What follows belongs to an exercise in optimizing a design on an open flow for small area; a production flow would make more cautious choices. Function was checked by simulation only, so behaviour that the tests miss may differ from the original. The clock port is modelled as an ideal driver; clocking choices that lean on that would not hold on a real chip. Power and IR drop assume default switching activity.

<file path="flow/config.mk">
export PLATFORM = sky130hd
export DESIGN_NAME = arm
export DESIGN_NICKNAME = arm
export VERILOG_FILES = /design/flow/design.v
export SDC_FILE = /design/flow/constraint.sdc
export NUM_CORES = 8
export LEC_CHECK = 0
export CAP_MARGIN = 10
export CORE_AREA = 50 50 340 340
export DIE_AREA = 0 0 390 390
export SLEW_MARGIN = 10
export SYNTH_HIERARCHICAL = 1
</file>
<file path="flow/constraint.sdc">
create_clock -name core_clock -period 20.0 [get_ports {clk}]
set_input_delay 4.0000 -clock core_clock [delete_from_list [all_inputs] [get_ports {clk}]]
set_output_delay 4.0000 -clock core_clock [all_outputs]
set_load 0.01 [all_outputs]
</file>
<file path="flow/design.v">
module arm
    #(parameter DATA_WIDTH = 32, parameter DATA_CAPACITY = 16)
    (
    input  logic clk,
    input  logic reset,
    input  logic [31:0] i_Instruction,
    output logic [31:0] o_PC,
    output logic [31:0] o_Output,
    output logic [31:0] o_R0,
    output logic [31:0] o_R1,
    output logic [31:0] o_R2,
    output logic [31:0] o_R3,
    output logic [31:0] o_R4,
    output logic [31:0] o_R5,
    output logic [31:0] o_R6,
    output logic [31:0] o_R7,
    output logic [31:0] o_R8,
    output logic [31:0] o_R9,
    output logic [31:0] o_R10,
    output logic [31:0] o_R11,
    output logic [31:0] o_R12,
    output logic [31:0] o_R13,
    output logic [31:0] o_R14,
    output logic [31:0] o_R15,
    output logic [31:0] o_D0,
    output logic [31:0] o_D1,
    output logic [31:0] o_D2,
    output logic [31:0] o_D3,
    output logic [31:0] o_D4,
    output logic [31:0] o_D5,
    output logic [31:0] o_D6,
    output logic [31:0] o_D7,
    output logic [31:0] o_D8,
    output logic [31:0] o_D9,
    output logic [31:0] o_D10,
    output logic [31:0] o_D11,
    output logic [31:0] o_D12,
    output logic [31:0] o_D13,
    output logic [31:0] o_D14,
    output logic [31:0] o_D15
    );
    logic [31:0] pc;
    logic [31:0] rq [0:14];
    logic [31:0] dq [0:15];
    logic fN, fZ, fC, fV;
    logic [3:0] cond, opcode, rn, rd, rm;
    logic [1:0] op;
    logic       I, S;
    assign cond   = i_Instruction[31:28];
    assign op     = i_Instruction[27:26];
    assign I      = i_Instruction[25];
    assign opcode = i_Instruction[24:21];
    assign S      = i_Instruction[20];
    assign rn     = i_Instruction[19:16];
    assign rd     = i_Instruction[15:12];
    assign rm     = i_Instruction[3:0];
    logic [29:0] ic;          
    logic [31:0] pc8;
    assign ic[0] = 1'b1;
    assign pc8[2:0] = pc[2:0];
    genvar gi;
    generate
        for (gi = 3; gi < 32; gi = gi + 1) begin : g_inc
            arm_ha u_i (.A(pc[gi]), .B(ic[gi-3]), .SUM(pc8[gi]), .COUT(ic[gi-2]));
        end
    endgenerate
    logic ok;
    always_comb begin
        case (cond)
            4'h0: ok = fZ;
            4'h1: ok = ~fZ;
            4'h2: ok = fC;
            4'h3: ok = ~fC;
            4'h4: ok = fN;
            4'h5: ok = ~fN;
            4'h6: ok = fV;
            4'h7: ok = ~fV;
            4'h8: ok = fC & ~fZ;
            4'h9: ok = ~fC | fZ;
            4'hA: ok = fN & fV;
            4'hB: ok = fN ^ fV;
            4'hC: ok = ~fZ & fN & fV;
            4'hD: ok = fZ | (fN ^ fV);
            4'hE: ok = 1'b1;
            default: ok = 1'b0;
        endcase
    end
    logic dp, ld, st, f_sub, f_and, f_orr, f_eor, f_not, f_mov, arith, use_rb;
    assign dp     = (op == 2'b00);
    assign ld     = (op == 2'b01) & S;
    assign st     = (op == 2'b01) & ~S;
    assign f_sub  = dp & (opcode == 4'b0010);
    assign f_and  = dp & (opcode == 4'b0000);
    assign f_orr  = dp & (opcode == 4'b1100);
    assign f_eor  = dp & (opcode == 4'b0001);
    assign f_not  = dp & (opcode == 4'b1111);
    assign f_mov  = dp & (opcode == 4'b1101);
    assign arith  = ~(f_and | f_orr | f_eor | f_not | f_mov);    
    assign use_rb = dp & ~I & ~S;
    logic [31:0] imm;
    always_comb begin
        case (op)
            2'b00:   imm = (use_rb | f_not) ? 32'b0 : {24'b0, i_Instruction[7:0]};
            2'b01:   imm = {20'b0, i_Instruction[11:0]};
            2'b10:   imm = {6'b0, i_Instruction[23:0], 2'b00};
            default: imm = 32'b0;
        endcase
    end
    logic [3:0]  ra, rbi;
    logic [3:0]  ah_n, al_n, bh_n, bl_n;
    logic [15:0] sa [0:1];
    logic [15:0] sb [0:1];
    assign ra  = op[1] ? 4'd15 : rn;
    assign rbi = op[0] ? rd : rm;
    always_comb
        for (int k = 0; k < 4; k++) begin
            ah_n[k] = ~((ra[3:2] == k) & ~f_mov);
            al_n[k] = ~(ra[1:0] == k);
            bh_n[k] = ~(rbi[3:2] == k);
            bl_n[k] = ~(rbi[1:0] == k);
        end
    genvar gh, gk;
    generate
        for (gh = 0; gh < 1; gh = gh + 1) begin : g_sh
            for (gk = 0; gk < 16; gk = gk + 1) begin : g_sk
                arm_nor2 u_sa (.A(ah_n[gk/4]), .B(al_n[gk%4]), .Y(sa[gh][gk]));
                arm_nor2 u_sb (.A(bh_n[gk/4]), .B(bl_n[gk%4]), .Y(sb[gh][gk]));
            end
        end
    endgenerate
    logic [31:0] A, Rb;
    genvar g, b;
    generate
        for (b = 0; b < 32; b = b + 1) begin : g_rd
            logic [4:0] ya, yb;
            for (g = 0; g < 5; g = g + 1) begin : g_t
                arm_aoi222 u_a (
                    .A1(sa[0][3*g]),   .A2(rq[3*g][b]),
                    .B1(sa[0][3*g+1]), .B2(rq[3*g+1][b]),
                    .C1(sa[0][3*g+2]), .C2(rq[3*g+2][b]),
                    .Y(ya[g]));
                arm_aoi222 u_b (
                    .A1(sb[0][3*g]),   .A2(rq[3*g][b]),
                    .B1(sb[0][3*g+1]), .B2(rq[3*g+1][b]),
                    .C1(sb[0][3*g+2]), .C2(rq[3*g+2][b]),
                    .Y(yb[g]));
            end
            assign A[b]  = ~(&ya) | (sa[0][15] & pc8[b]);
            assign Rb[b] = ~(&yb) | (sb[0][15] & pc8[b]);
        end
    endgenerate
    logic [31:0] bx, res;
    logic [32:0] c;           
    logic lg, narith, nlg, nland, use_rb_x, b_inv;
    assign use_rb_x = use_rb & ~f_not;
    assign b_inv    = f_sub | f_not;
    assign lg     = f_and | f_orr;
    assign narith = ~arith;
    assign nlg    = ~lg;
    assign nland  = ~f_and;
    assign c[0]   = f_sub;
    generate
        for (b = 0; b < 32; b = b + 1) begin : g_alu
            logic bsel_n;
            arm_a21oi u_bs (.A1(use_rb_x), .A2(Rb[b]), .B1(imm[b]), .Y(bsel_n));
            arm_xnor2 u_bx (.A(bsel_n), .B(b_inv), .Y(bx[b]));
            if (b % 2 == 0) begin : g_even
                logic p, g, t_n;
                arm_ha     u_pg (.A(A[b]), .B(bx[b]), .SUM(p), .COUT(g));
                arm_a21oi  u_c  (.A1(p), .A2(c[b]), .B1(g), .Y(c[b+1]));
                arm_aoi222 u_t  (.A1(arith), .A2(c[b]), .B1(lg), .B2(g), .C1(f_and), .C2(p), .Y(t_n));
                arm_xnor2  u_r  (.A(p), .B(t_n), .Y(res[b]));
            end else begin : g_odd
                logic p_n, g_n, u, t;
                arm_xnor2  u_p  (.A(A[b]), .B(bx[b]), .Y(p_n));
                arm_nand2  u_g  (.A(A[b]), .B(bx[b]), .Y(g_n));
                arm_o21ai  u_c  (.A1(p_n), .A2(c[b]), .B1(g_n), .Y(c[b+1]));
                arm_o22a   u_u  (.A1(narith), .A2(c[b]), .B1(nlg), .B2(g_n), .X(u));
                arm_o21ai  u_t  (.A1(nland), .A2(p_n), .B1(u), .Y(t));
                arm_xnor2  u_r  (.A(p_n), .B(t), .Y(res[b]));
            end
        end
    endgenerate
    logic B0, nN, nZ, nC, nV;
    assign B0 = (use_rb & Rb[0]) | imm[0];
    assign nN = res[0];
    assign nZ = ~|res;
    assign nC = arith & c[32];
    assign nV = (A[0] ^ res[0]) & ((arith & ~f_sub & A[0] & B0) | (f_sub & (A[0] ^ B0)));
    logic ldok, wr_reg, pc_src;
    assign ldok   = ld & ok;
    assign wr_reg = ok & (dp | ld);
    assign pc_src = ok & ((op == 2'b10) | ((rd == 4'd15) & (dp | ld)));
    logic [3:0]  mh_n, ml_n;
    logic [15:0] sm [0:1];
    always_comb
        for (int k = 0; k < 4; k++) begin
            mh_n[k] = ~(ldok & (res[3:2] == k));
            ml_n[k] = ~(res[1:0] == k);
        end
    generate
        for (gh = 0; gh < 1; gh = gh + 1) begin : g_mh
            for (gk = 0; gk < 16; gk = gk + 1) begin : g_mk
                arm_nor2 u_sm (.A(mh_n[gk/4]), .B(ml_n[gk%4]), .Y(sm[gh][gk]));
            end
        end
    endgenerate
    generate
        for (b = 0; b < 32; b = b + 1) begin : g_md
            logic [4:0] ym;
            for (g = 0; g < 5; g = g + 1) begin : g_t
                arm_aoi222 u_m (
                    .A1(sm[0][3*g]),   .A2(dq[3*g][b]),
                    .B1(sm[0][3*g+1]), .B2(dq[3*g+1][b]),
                    .C1(sm[0][3*g+2]), .C2(dq[3*g+2][b]),
                    .Y(ym[g]));
            end
            assign o_Output[b] = ~(&ym) | (sm[0][15] & dq[15][b]) | (~ldok & res[b]);
        end
    endgenerate
    logic s_o, s_8, s_p;
    logic [31:0] pc_d;
    assign s_o = ~reset & pc_src;
    assign s_8 = ~reset & ~pc_src & pc[2];
    assign s_p = ~reset & ~pc_src & ~pc[2];
    assign pc_d[1:0] = reset ? 2'b0 : pc_src ? o_Output[1:0] : pc[1:0];
    assign pc_d[2]   = ~reset & (pc_src ? o_Output[2] : ~pc[2]);
    generate
        for (gi = 3; gi < 32; gi = gi + 1) begin : g_npc
            logic n;
            arm_aoi222 u_n (.A1(s_o), .A2(o_Output[gi]), .B1(s_8), .B2(pc8[gi]), .C1(s_p), .C2(pc[gi]), .Y(n));
            assign pc_d[gi] = ~n;
        end
    endgenerate
    always_ff @(posedge clk) pc <= pc_d;
    always_ff @(posedge clk) begin
        if (reset) {fN, fZ, fC, fV} <= 4'b0;
        else if (ok & S) {fN, fZ, fC, fV} <= {nN, nZ, nC, nV};
    end
    logic [3:0] wh, whr_n, wl, wl_n, mh, mhr_n, ml, ml2_n;
    always_comb
        for (int k = 0; k < 4; k++) begin
            wh[k]    = wr_reg & (rd[3:2] == k);
            whr_n[k] = ~(~reset & wh[k]);
            wl[k]    = (rd[1:0] == k);
            wl_n[k]  = ~wl[k];
            mh[k]    = st & (res[3:2] == k);
            mhr_n[k] = ~(~reset & mh[k]);
            ml[k]    = (res[1:0] == k);
            ml2_n[k] = ~ml[k];
        end
    logic [14:0] rwe [0:1];
    logic [14:0] rwen [0:1];
    logic [15:0] mwe [0:1];
    logic [15:0] mwen [0:1];
    generate
        for (gh = 0; gh < 1; gh = gh + 1) begin : g_eh
            for (gk = 0; gk < 16; gk = gk + 1) begin : g_ek
                if (gk < 15) begin : g_re
                    arm_nor2  u_we  (.A(whr_n[gk/4]), .B(wl_n[gk%4]), .Y(rwe[gh][gk]));
                    arm_a21oi u_wen (.A1(wh[gk/4]), .A2(wl[gk%4]), .B1(reset), .Y(rwen[gh][gk]));
                end
                arm_nor2  u_me  (.A(mhr_n[gk/4]), .B(ml2_n[gk%4]), .Y(mwe[gh][gk]));
                arm_a21oi u_men (.A1(mh[gk/4]), .A2(ml[gk%4]), .B1(reset), .Y(mwen[gh][gk]));
            end
        end
    endgenerate
    generate
        for (g = 0; g < 15; g = g + 1) begin : g_r
            logic [31:0] nx;
            for (b = 0; b < 32; b = b + 1) begin : g_b
                arm_hold u_h (.we(rwe[0][g]), .wen(rwen[0][g]), .d(o_Output[b]), .q(rq[g][b]), .y(nx[b]));
            end
            always_ff @(posedge clk) rq[g] <= nx;
        end
        for (g = 0; g < 16; g = g + 1) begin : g_m
            logic [31:0] nx;
            for (b = 0; b < 32; b = b + 1) begin : g_b
                arm_hold u_h (.we(mwe[0][g]), .wen(mwen[0][g]), .d(Rb[b]), .q(dq[g][b]), .y(nx[b]));
            end
            always_ff @(posedge clk) dq[g] <= nx;
        end
    endgenerate
    assign o_PC = pc;
    assign o_R0 = rq[0];
    assign o_R1 = rq[1];
    assign o_R2 = rq[2];
    assign o_R3 = rq[3];
    assign o_R4 = rq[4];
    assign o_R5 = rq[5];
    assign o_R6 = rq[6];
    assign o_R7 = rq[7];
    assign o_R8 = rq[8];
    assign o_R9 = rq[9];
    assign o_R10 = rq[10];
    assign o_R11 = rq[11];
    assign o_R12 = rq[12];
    assign o_R13 = rq[13];
    assign o_R14 = rq[14];
    assign o_R15 = pc8;
    assign o_D0 = dq[0];
    assign o_D1 = dq[1];
    assign o_D2 = dq[2];
    assign o_D3 = dq[3];
    assign o_D4 = dq[4];
    assign o_D5 = dq[5];
    assign o_D6 = dq[6];
    assign o_D7 = dq[7];
    assign o_D8 = dq[8];
    assign o_D9 = dq[9];
    assign o_D10 = dq[10];
    assign o_D11 = dq[11];
    assign o_D12 = dq[12];
    assign o_D13 = dq[13];
    assign o_D14 = dq[14];
    assign o_D15 = dq[15];
endmodule
module arm_hold (input logic we, input logic wen, input logic d, input logic q, output logic y);
    assign y = (we & d) | (wen & q);
endmodule
module arm_aoi222 (input logic A1, input logic A2, input logic B1, input logic B2, input logic C1, input logic C2, output logic Y);
    assign Y = ~((A1 & A2) | (B1 & B2) | (C1 & C2));
endmodule
module arm_ha (input logic A, input logic B, output logic SUM, output logic COUT);
    assign SUM  = A ^ B;
    assign COUT = A & B;
endmodule
module arm_xnor2 (input logic A, input logic B, output logic Y);
    assign Y = ~(A ^ B);
endmodule
module arm_nand2 (input logic A, input logic B, output logic Y);
    assign Y = ~(A & B);
endmodule
module arm_a21oi (input logic A1, input logic A2, input logic B1, output logic Y);
    assign Y = ~((A1 & A2) | B1);
endmodule
module arm_nor2 (input logic A, input logic B, output logic Y);
    assign Y = ~(A | B);
endmodule
module arm_o21ai (input logic A1, input logic A2, input logic B1, output logic Y);
    assign Y = ~((A1 | A2) & B1);
endmodule
module arm_o22a (input logic A1, input logic A2, input logic B1, input logic B2, output logic X);
    assign X = (A1 | A2) & (B1 | B2);
endmodule
</file>
<file path="flow/flow/run.sh">
#!/bin/bash
# Layout flow: the standard ORFS flow (standard.sh) with these changes:
#  - synthesis runs my_synth.tcl, which is synth_recipe.tcl with ABC mapping
#    the logic by abc_map.script (area-oriented) instead of the speed script;
#    the flip-flops are mapped exactly as in the standard synthesis;
#  - the port buffers use the smallest buffer cell instead of the resizer's
#    default choice (every port still gets its own buffer);
#  - clock tree synthesis uses small clock buffers with bounded sink clusters
#    and inserts no dummy load cells;
#  - after clock tree synthesis, downsize.tcl returns gates and buffers that
#    earlier repair steps sized up to smaller drive strengths where slew,
#    capacitance and setup slack allow.
# make's output goes to standard_flow.log; each ORFS step logs under orfs/logs.
set -euo pipefail
export MY_ABC_SCRIPT="$PWD/flow/abc_map.script"
export DOWNSIZE_SLEW_MARGIN=20
bash standard.sh \
  "SYNTH_SCRIPT=$PWD/flow/my_synth.tcl" \
  "BUFFER_PORTS_ARGS=-buffer_cell sky130_fd_sc_hd__buf_1" \
  "CTS_ARGS=-sink_clustering_enable -repair_clock_nets -buf_list sky130_fd_sc_hd__clkbuf_4 -sink_clustering_size 8 -sink_clustering_max_diameter 60 -dont_use_dummy_load" \
  "POST_CTS_TCL=$PWD/flow/downsize.tcl" \
  finish > standard_flow.log 2>&1
</file>
<file path="flow/flow/abc_map.script">
&get -n
&st
&dch
&nf -R 1000
&st
&syn2
&if -g -K 6
&synch2
&nf -R 1000
&st
&syn2
&if -g -K 6
&synch2
&nf -R 1000
&put
</file>
<file path="flow/flow/downsize.tcl">
# Area recovery after clock tree synthesis (run as ORFS's POST_CTS_TCL hook).
# Earlier repair steps size gates and buffers up, and a buffer inserted later
# can make an earlier upsizing unnecessary. Each combinational gate or buffer
# above drive strength 1 (flip-flops and clock-tree cells are left alone) is
# tried at the smaller drive strengths of the same cell (same function and
# pins); the smallest one is kept if every load of its output net still sees
# a slew within DOWNSIZE_SLEW_MARGIN percent of the library limit, no
# capacitance or slew limit is newly violated, and the worst setup slack
# drops by no more than 0.1 ns in all.
if {![info exists ::env(DOWNSIZE_SLEW_MARGIN)]} { set ::env(DOWNSIZE_SLEW_MARGIN) 20 }
set db [ord::get_db]
set block [ord::get_db_block]
set slew_limit [expr {1.5 * (1.0 - $::env(DOWNSIZE_SLEW_MARGIN) / 100.0)}]
estimate_parasitics -placement
set wns0 [sta::worst_slack -max]
set wns_floor [expr {$wns0 - 0.1}]
set nslew0 [sta::max_slew_violation_count]
set ncap0 [sta::max_capacitance_violation_count]

proc out_net_slew_ok {inst limit} {
  set cell [sta::find_instance [$inst getName]]
  foreach p [get_pins -of_objects $cell] {
    if {[get_property $p direction] ne "output"} continue
    set net [get_nets -of_objects $p]
    foreach q [get_pins -of_objects $net] {
      foreach e {slew_max_rise slew_max_fall} {
        if {[get_property $q $e] > $limit} { return 0 }
      }
    }
  }
  return 1
}

set tried 0; set kept 0; set saved 0.0
foreach inst [$block getInsts] {
  set master [$inst getMaster]
  if {[$master getType] ne "CORE"} continue
  set name [$master getName]
  if {[string match "*__df*" $name] || [string match "*__clk*" $name]} continue
  if {![regexp {^(.*)_([0-9]+)$} $name -> base size]} continue
  if {$size <= 1} continue
  incr tried
  set area0 [expr {[$master getWidth] * [$master getHeight]}]
  foreach s {1 2 4 6 8} {
    if {$s >= $size} break
    set cand [$db findMaster ${base}_$s]
    if {$cand eq "NULL"} continue
    $inst swapMaster $cand
    if {[out_net_slew_ok $inst $slew_limit]
        && [sta::max_slew_violation_count] <= $nslew0
        && [sta::max_capacitance_violation_count] <= $ncap0
        && [sta::worst_slack -max] >= $wns_floor} {
      incr kept
      set saved [expr {$saved + ($area0 - [$cand getWidth] * [$cand getHeight]) / 1e6}]
      break
    }
    $inst swapMaster $master
  }
}
puts "downsize: tried $tried gates, kept $kept smaller, [format %.1f $saved] um2, worst slack [format %.3f $wns0] -> [format %.3f [sta::worst_slack -max]]"
</file>
<file path="flow/flow/my_synth.tcl">
# synth_recipe.tcl (the standard synthesis script) with one change: Yosys's
# abc call uses abc_map.script (ABC mapping with relaxed delay, so that it
# favours area) instead of ORFS's speed script. Everything else, including the
# flip-flop mapping, the flattening and the renaming, is as in synth_recipe.tcl.
proc synth {args} { yosys synth -nofsm -noshare {*}$args }
proc abc {args} {
  set i [lsearch -exact $args -script]
  if {$i >= 0} { lset args [expr {$i + 1}] $::env(MY_ABC_SCRIPT) }
  yosys abc {*}$args
}
source $::env(SCRIPTS_DIR)/synth.tcl
# left out here: clear keep_hierarchy, flatten, clean up, hide names made inside functions, write 1_2_yosys.v
</file>
<file path="flow/standard.sh">
#!/bin/bash
# synth_recipe.tcl (not shown) runs the flow's synth.tcl, then flattens the netlist and writes it again
# the make line also repeats each setting of config.mk as NAME=value (left out here)
make -C /OpenROAD-flow-scripts/flow DESIGN_CONFIG=/design/flow/config.mk WORK_HOME=/design/flow/orfs CLKGATE_MAP_FILE= SYNTH_SCRIPT=/design/flow/synth_recipe.tcl "${@:-finish}"
</file>
==> metrics.cfg, run 1 <==
[outcome]
status=complete, no violations

[setup_path]
critPathCaptureType=output pin
cp_num_buf_inv=5
crit_path_start_kind=input port
critical_path.slowest_cell=nor2_2
slowest_delay_ps=810
path_common_cell=a21oi_1
worstPathRequired_ps=16000
ff2ff_path_depth=39
critical_path_depth=48
critical_path_arrival_ps=15460
cpLargestDelayFamily=compound AO/OA/AOI/OAI gates
crit_type=input port to output pin
crit_path_max_fanout=27

[drt]
wirelength_um=309600
dr.pass1.iters=22
via_per_inst=7.840
num_vias=46820
route.detailed.drc=0
drt_iter0_drc=11690
final_antenna_net_count=0
wire_per_inst_um=51.85

[placement]
port_buffers=1121
dp_hpwl_um=234700
dpl_cell_area_um2=47320
gp_congestion=1.017

[synth]
synth_simple_gate_area_share_pct=5.450
synth-compound-area-share_pct=38.96
synth_edf_count=0
synthFlopType=dfxtp_1
synth.distinct_cells=37
seq_area_frac_synth_pct=51.72
syn_avg_cell_area_um2=11.55
synth-seq-cells=1028
netlist_area_um2=39790
yosysWarningCount=18
async_flop_share_pct=0
synthMuxAreaShare_pct=0.1258
synth_cells=3446
synth_adder_area_share_pct=1.415
synth_top_family_by_area=compound AO/OA/AOI/OAI gates
synth_xor_area_share_pct=1.827

[floorplan]
die_height_um=390
dieArea_um2=152100
fp-row-count=106
die_w_um=390
start_util_pct=47.62
core_area_um2=83560
pin_count=1122

[sta]
fin_crit_ps=19460
rsz0062_at_grt=false
slew_headroom_pct=10.91
hold_viol_final=0
skew_ps=84.81
drv_slew=0
worst-slew-pin-transition_ps=1336
hold_ws_ps=494.9
setup_violations=0
fmax_mhz=51.40
post-route-period-util_pct=97.28
fin_setup_tns_ps=0

[finish]
finish.instance_area_um2=47490
area_growth_pct=19.36
fin_nets=4947
drive_above_1_share_pct=6.145

[flow_run]
cap_violations=0

[grt]
globalRouteTotalUtil_pct=35.62
grt.overflow.total=0
grt_max_degree=36
grt_pass1_wl_um=403100
antenna_found_initial=27
grt_pass1_vias=41960

[clocking]
clk_latency_ps=1140
clk_pin_slew_ps=100
tritoncts=yes
cts.sinks=1028

[power_and_ir_drop]
p_per_area_nw_per_um2=72.53
leakagePower_nw=17.24
ir_worst_vdd_uv=56.79

[hold_path]
hp-class=flip-flop to flip-flop
holdPathStages=2

sequential cells by signal, indices dropped and copies added (netlist names):
name / flops
fV: 1
dq: 512
rq: 480
fZ: 1
fN: 1
pc: 32
fC: 1
layout by cell type, fill, tap and decap left out, drive strengths merged, types with 5 or more instances in the layout:
cell and count:
a211o 32, a21oi 155, a222oi 525, a22o 1001, and2 16, buf 1263, clkbuf 155, clkinv 45
conb 7, dfxtp 1028, diode 26, ha 45, mux2i 5, nand2 133, nand2b 8, nand3 71
nand4 65, nor2 113, nor2b 8, nor3 9, nor3b 7, nor4 6, o21ai 34, o22a 16
or3 8, xnor2 80
cell families (layout without fill, tap and decap cells):
logic type                 count (synthesis)  after routing
muxes                                      5              5
buffers and inverters                     48           1463
DFF                                     1028           1028
AOI/OAI and AO/OA                       1778           1778
other                                      2             33
xor gates and xnor gates                  83             83
adders and majority gates                 45             45
and+or+nand+nor                          457            457
modules after synthesis (local to each module, per instance):
module      flops+latches  cell area (um2)  cells
arm_o21ai               0            5.005      1
arm_nor2                0            3.754      1
arm_hold                0            8.758      1
arm                  1028            23530   1582
arm_nand2               0            3.754      1
arm_o22a                0            8.758      1
arm_xnor2               0            8.758      1
arm_aoi222              0            10.01      1
arm_ha                  0            12.51      1
arm_a21oi               0            5.005      1
cells in the mapped netlist, drive strengths merged, types with 4 or more instances:
master	n	share of area, %
a222oi	525	13
a31oi	4	0.063
a211o	32	0.70
a21oi	155	1.9
and2	16	0.25
xnor2	80	1.8
o21ai	34	0.43
nor2	113	1.1
dfxtp	1028	52
nand2	133	1.3
ha	45	1.4
nor3	9	0.11
nor4	6	0.094
nand2b	8	0.13
a22oi	4	0.075
or3	8	0.13
a22o	1001	22
nor2b	8	0.13
o22a	16	0.35
nand4	65	1.0
clkinv	45	0.42
nand3	71	0.89
mux2i	5	0.13
or4	4	0.075
nor3b	7	0.13
metrics by stage:
stage	cells	total power, W	utilization [%]	worst slack (ps)
2_1_floorplan	3451	0.002244	-	3583
3_3_place_gp	5797	0.002427	56.63	1429
3_5_place_dp	5797	0.002429	56.63	1199
5_1_grt	5966	0.003522	56.82	68.92
6_report	5972	0.003445	56.83	543.1
worst min-delay path, stage by stage (launching register included):
cell and delay [ps]:
dfxtp_1 350, nand2_1 60, a21oi_1 50
path summary, 6_finish.rpt:
path | endpoint | start | slack (ps)
max | o_Output[31] | i_Instruction[26] | 540
min | fZ | fZ | 490
max reg2reg | pc[30] | pc[3] | 8910
min reg2reg | fZ | fZ | 490
layer usage:
layer | wire (um) | global-route usage, % | vias to the layer above
met2 | 134300 | 54.81 | 4921
met1 | 92430 | 35.27 | 22660
li1 | - | - | 18080
met5 | 13 | 0.03177 | -
met3 | 53690 | 20.41 | 1162
met4 | 29220 | 25.97 | 2
power breakdown:
group	total [W]	internal (W)	leakage [nW]	switching (W)
combinational	0.000318	0.0000557	8.27	0.000262
sequential	0.00206	0.00205	8.28	0.00000863
clock	0.00107	0.000342	0.686	0.000725
total	0.00344	0.00245	17.2	0.000996
layout make-up:
cell class	count	area [um2]
clock buffers	149	1119
repair buffers	1269	4897
fillers	7833	36070
diodes	26	65.06
inverters	45	168.9
flip-flops and latches	1028	20580
multi-input cells	2375	19310
well taps	1080	1351
==> run 2: changes to the inputs <==
--- a/flow/flow/run.sh
+++ b/flow/flow/run.sh
@@ -9,11 +9,13 @@
 #    and inserts no dummy load cells;
 #  - after clock tree synthesis, downsize.tcl returns gates and buffers that
 #    earlier repair steps sized up to smaller drive strengths where slew,
-#    capacitance and setup slack allow.
+#    capacitance and setup slack allow, and gives strength-0 gates the
+#    same-area strength-1 cell.
 # make's output goes to standard_flow.log; each ORFS step logs under orfs/logs.
 set -euo pipefail
 export MY_ABC_SCRIPT="$PWD/flow/abc_map.script"
 export DOWNSIZE_SLEW_MARGIN=20
+export DOWNSIZE_MIN_SLACK=3.0
 bash standard.sh \
   "SYNTH_SCRIPT=$PWD/flow/my_synth.tcl" \
   "BUFFER_PORTS_ARGS=-buffer_cell sky130_fd_sc_hd__buf_1" \
--- a/flow/flow/downsize.tcl
+++ b/flow/flow/downsize.tcl
@@ -5,17 +5,33 @@
 # tried at the smaller drive strengths of the same cell (same function and
 # pins); the smallest one is kept if every load of its output net still sees
 # a slew within DOWNSIZE_SLEW_MARGIN percent of the library limit, no
-# capacitance or slew limit is newly violated, and the worst setup slack
-# drops by no more than 0.1 ns in all.
+# capacitance or slew limit is newly violated, the gate's own setup slack
+# stays above DOWNSIZE_MIN_SLACK ns (gates on or near the critical paths are
+# not touched) and the worst setup slack does not drop. Gates of drive
+# strength 0 whose strength-1 version has the same area take that version.
 if {![info exists ::env(DOWNSIZE_SLEW_MARGIN)]} { set ::env(DOWNSIZE_SLEW_MARGIN) 20 }
+if {![info exists ::env(DOWNSIZE_MIN_SLACK)]} { set ::env(DOWNSIZE_MIN_SLACK) 3.0 }
 set db [ord::get_db]
 set block [ord::get_db_block]
 set slew_limit [expr {1.5 * (1.0 - $::env(DOWNSIZE_SLEW_MARGIN) / 100.0)}]
 estimate_parasitics -placement
 set wns0 [sta::worst_slack -max]
-set wns_floor [expr {$wns0 - 0.1}]
+set wns_floor $wns0
+set min_slack $::env(DOWNSIZE_MIN_SLACK)
 set nslew0 [sta::max_slew_violation_count]
 set ncap0 [sta::max_capacitance_violation_count]
+
+proc out_slack {inst} {
+  set slack 1e9
+  set cell [sta::find_instance [$inst getName]]
+  foreach p [get_pins -of_objects $cell] {
+    if {[get_property $p direction] eq "output"} {
+      set s [get_property $p slack_max]
+      if {$s ne "" && $s < $slack} { set slack $s }
+    }
+  }
+  return $slack
+}
 
 proc out_net_slew_ok {inst limit} {
   set cell [sta::find_instance [$inst getName]]
@@ -31,6 +47,23 @@
   return 1
 }
 
+set faster 0
+foreach inst [$block getInsts] {
+  set master [$inst getMaster]
+  if {[$master getType] ne "CORE"} continue
+  set name [$master getName]
+  if {[string match "*__df*" $name] || [string match "*__clk*" $name]} continue
+  if {![regexp {^(.*)_0$} $name -> base]} continue
+  set one [$db findMaster ${base}_1]
+  if {$one eq "NULL"} continue
+  if {[$one getWidth] == [$master getWidth] && [$one getHeight] == [$master getHeight]} {
+    $inst swapMaster $one
+    incr faster
+  }
+}
+set wns0 [sta::worst_slack -max]
+set wns_floor $wns0
+
 set tried 0; set kept 0; set saved 0.0
 foreach inst [$block getInsts] {
   set master [$inst getMaster]
@@ -39,6 +72,7 @@
   if {[string match "*__df*" $name] || [string match "*__clk*" $name]} continue
   if {![regexp {^(.*)_([0-9]+)$} $name -> base size]} continue
   if {$size <= 1} continue
+  if {[out_slack $inst] < $min_slack} continue
   incr tried
   set area0 [expr {[$master getWidth] * [$master getHeight]}]
   foreach s {1 2 4 6 8} {
@@ -49,6 +83,7 @@
     if {[out_net_slew_ok $inst $slew_limit]
         && [sta::max_slew_violation_count] <= $nslew0
         && [sta::max_capacitance_violation_count] <= $ncap0
+        && [out_slack $inst] >= $min_slack
         && [sta::worst_slack -max] >= $wns_floor} {
       incr kept
       set saved [expr {$saved + ($area0 - [$cand getWidth] * [$cand getHeight]) / 1e6}]
@@ -57,4 +92,4 @@
     $inst swapMaster $master
   }
 }
-puts "downsize: tried $tried gates, kept $kept smaller, [format %.1f $saved] um2, worst slack [format %.3f $wns0] -> [format %.3f [sta::worst_slack -max]]"
+puts "downsize: $faster gates to the same-area strength 1; tried $tried gates, kept $kept smaller, [format %.1f $saved] um2, worst slack [format %.3f $wns0] -> [format %.3f [sta::worst_slack -max]]"
==> run 2 against run 1 <==
  * Still clean
  * Synthesized area did not move
  * Non-clock buffer count stayed put
  * Hold slack got worse by 1.2 ps
  * Sequential cell count is the same
  * Synthesized cell count unchanged
  * Critical path type unchanged
==> metrics.cfg, run 2 <==
[outcome]
status=complete, no violations

[drt]
final_antenna_net_count=0
wire_per_inst_um=51.91
wirelength_um=309800
via_per_inst=7.837
route.detailed.drc=0
dr.pass1.iters=17
num_vias=46760
drt_iter0_drc=11560

[placement]
preCtsSetupSlack_ps=1199
dp_hpwl_um=234700
port_buffers=1121
dp_cells=5797
gp_congestion=1.017

[synth]
synth_most_common_cell=dfxtp_1
netlist_area_um2=39790
synth.distinct_cells=37
seq_area_frac_synth_pct=51.72
synth-seq-cells=1028
synth_cells=3446
yosysWarningCount=18
synthFlopType=dfxtp_1
synth_edf_count=0
async_flop_share_pct=0
synth_area_leaders=dfxtp_1, a22o_1, a222oi_1
syn_avg_cell_area_um2=11.55
yosys.area.top_type_share_pct=51.72
yosys.area.top_type=dfxtp_1
synthTopCellsByCount=dfxtp_1, a22o_1, a222oi_1

[setup_path]
slowest_delay_ps=810
crit_path_start_kind=input port
r2r_slack_ps=8940
crit_type=input port to output pin
worstPathRequired_ps=16000
path_common_cell=a21oi_1
critical_path_arrival_ps=14280
critical_path.slowest_cell=buf_1
crit_path_max_fanout=18
critPathCaptureType=output pin

[power_and_ir_drop]
p_sw_share_pct=28.98
p_switching_w=0.0009993
p_int_w=0.002449
seq_power_share_pct=59.7
pwr-share-clk_pct=31.0
leakagePower_nw=17.25
ir_worst_vdd_uv=59.46
p_per_area_nw_per_um2=72.63
p_comb_share_pct=9.2

[finish]
final_cells=5967
largest_reg_flops=512
reg_top3=dq (512), rq (480), pc (32)
layout_common_cells=buf_1, dfxtp_1, a22o_1
utilization_pct=56.81
regMostFlops=dq
area_growth_pct=19.31
fin_nets=4947
mostFrequentLayoutCell=buf_1
drive_above_1_share_pct=6.165

[clocking]
cts.sinks=1028
clk_latency_ps=1180
tritoncts=yes
clk_pin_slew_ps=100

[sta]
setup_violations=0
rsz0062_at_grt=false
fin_crit_ps=18280
skew_ps=89.03
fin_setup_tns_ps=0
fmax_mhz=54.69
slew_headroom_pct=11.86
post-route-period-util_pct=91.42
layout_setup_ws_ps=1716
hold_ws_ps=493.7
hold_viol_final=0
drv_slew=0
worst-slew-pin-transition_ps=1322

[floorplan]
core_area_um2=83560
die_w_um=390
fp-row-count=106
pin_count=1122
start_util_pct=47.62
dieArea_um2=152100
die_height_um=390

[grt]
grt_pass1_vias=41870
globalRouteTotalUtil_pct=35.63
grt_max_degree=36
antenna_found_initial=26
grt.overflow.total=0
grt_pass1_wl_um=403200

[hold_path]
hp-class=flip-flop to flip-flop

[flow_run]
cap_violations=0

## run 2: per-module statistics from Yosys (local to each module, per instance)
module      cells  area, um2  flip-flops and latches  times used
arm_xnor2       1      8.758                       0          80
arm_o22a        1      8.758                       0          16
arm_o21ai       1      5.005                       0          32
arm_aoi222      1      10.01                       0         525
arm_hold        1      8.758                       0         992
arm_nor2        1      3.754                       0          79
arm_nand2       1      3.754                       0          16
arm_ha          1      12.51                       0          45
arm_a21oi       1      5.005                       0          79
arm          1582      23530                    1028           1
## run 2: final cells by class
cell class,count,area [um2]
Timing Repair Buffer,1269,4898
Sequential cell,1028,20580
Multi-Input combinational cell,2375,19300
Antenna cell,21,52.55
Clock buffer,149,1119
Inverter,45,168.9
Tap cell,1080,1351
Fill cell,7833,36090
## run 2: path summary, 6_finish.rpt
check	from	end	depth (start not counted)
setup / recovery	i_Instruction[12]	o_Output[30]	48
setup reg to reg	pc[3]	pc[30]	39
hold reg to reg	fZ	fZ	2
hold / removal	fZ	fZ	2
## run 2: logic make-up after synthesis
| logic type | Yosys count | share of synthesized area [%] |
|---|---|---|
| fa+ha+maj | 45 | 1.415 |
| xor+xnor | 83 | 1.827 |
| flops | 1028 | 51.72 |
| buf+inv | 48 | 0.4811 |
| mux | 5 | 0.1258 |
| compound gates | 1778 | 38.96 |
| simple gates | 457 | 5.450 |
| other cells | 2 | 0.01888 |
## run 2: critical path: cells and delay by family
family	cells	cell delay, ps
AOI/OAI and AO/OA	36	6130
buffers and inverters	5	2010
and+or+nand+nor	4	1330
xor gates and xnor gates	2	440
adders and majority gates	1	340
## run 2: stage by stage
step	power, W	instance area [um2]
after detailed placement	0.002429	47320
after global placement	0.002427	47320
after floorplan	0.002244	39810
final	0.003448	47470
after global routing	0.003524	47470
## run 2: routing by layer
layer / vias up / track usage [%] / share of wire, %
li1: 18110 / - / -
met1: 22710 / 35.23 / 30
met2: 4782 / 54.74 / 43
met3: 1158 / 20.40 / 17
met4: 2 / 26.33 / 9.6
met5: - / 0 / 0.0042
## run 2: power groups by stage
stage	Combinational (W)	Clock, W	Sequential [W]
5_1_grt	0.000319	0.00114	0.00206
6_report	0.000319	0.00107	0.00206
3_5_place_dp	0.000322	0	0.00211
3_3_place_gp	0.000321	0	0.00211
2_1_floorplan	0.000138	0	0.00211

==> separate check: timing with driven ports <==
The flow's constraints put no driver on any port. The routed layouts listed below were extracted and timed again, unchanged, in two steps.
Step 1, drivers: a clkbuf_16 drives clk and a buf_2 each remaining input, both assumed.
Step 2 moves the port delays by t, midway between the first and last clock arrival at a register: inputs arrive t later, outputs are due t later. That takes back most of the time a late clock gives input paths.
Three values: ideal ports, drivers, drivers and shift; two values: the first two.
| run | shift t [ns] | slack for setup (ns) | hold WS [ns] |
|---|---|---|---|
| run 1 | 1.188 | 0.543 / 0.402 / 0.402 | 0.495 / 0.495 / 0.495 |
| run 2 | 1.225 | 1.716 / 1.594 / 1.594 | 0.494 / 0.494 / 0.494 |
After both steps setup and hold are still met in every run listed. For run 1, which loses most, drivers alone change the setup slack by -0.141 ns; drivers and shift together by -0.141 ns.
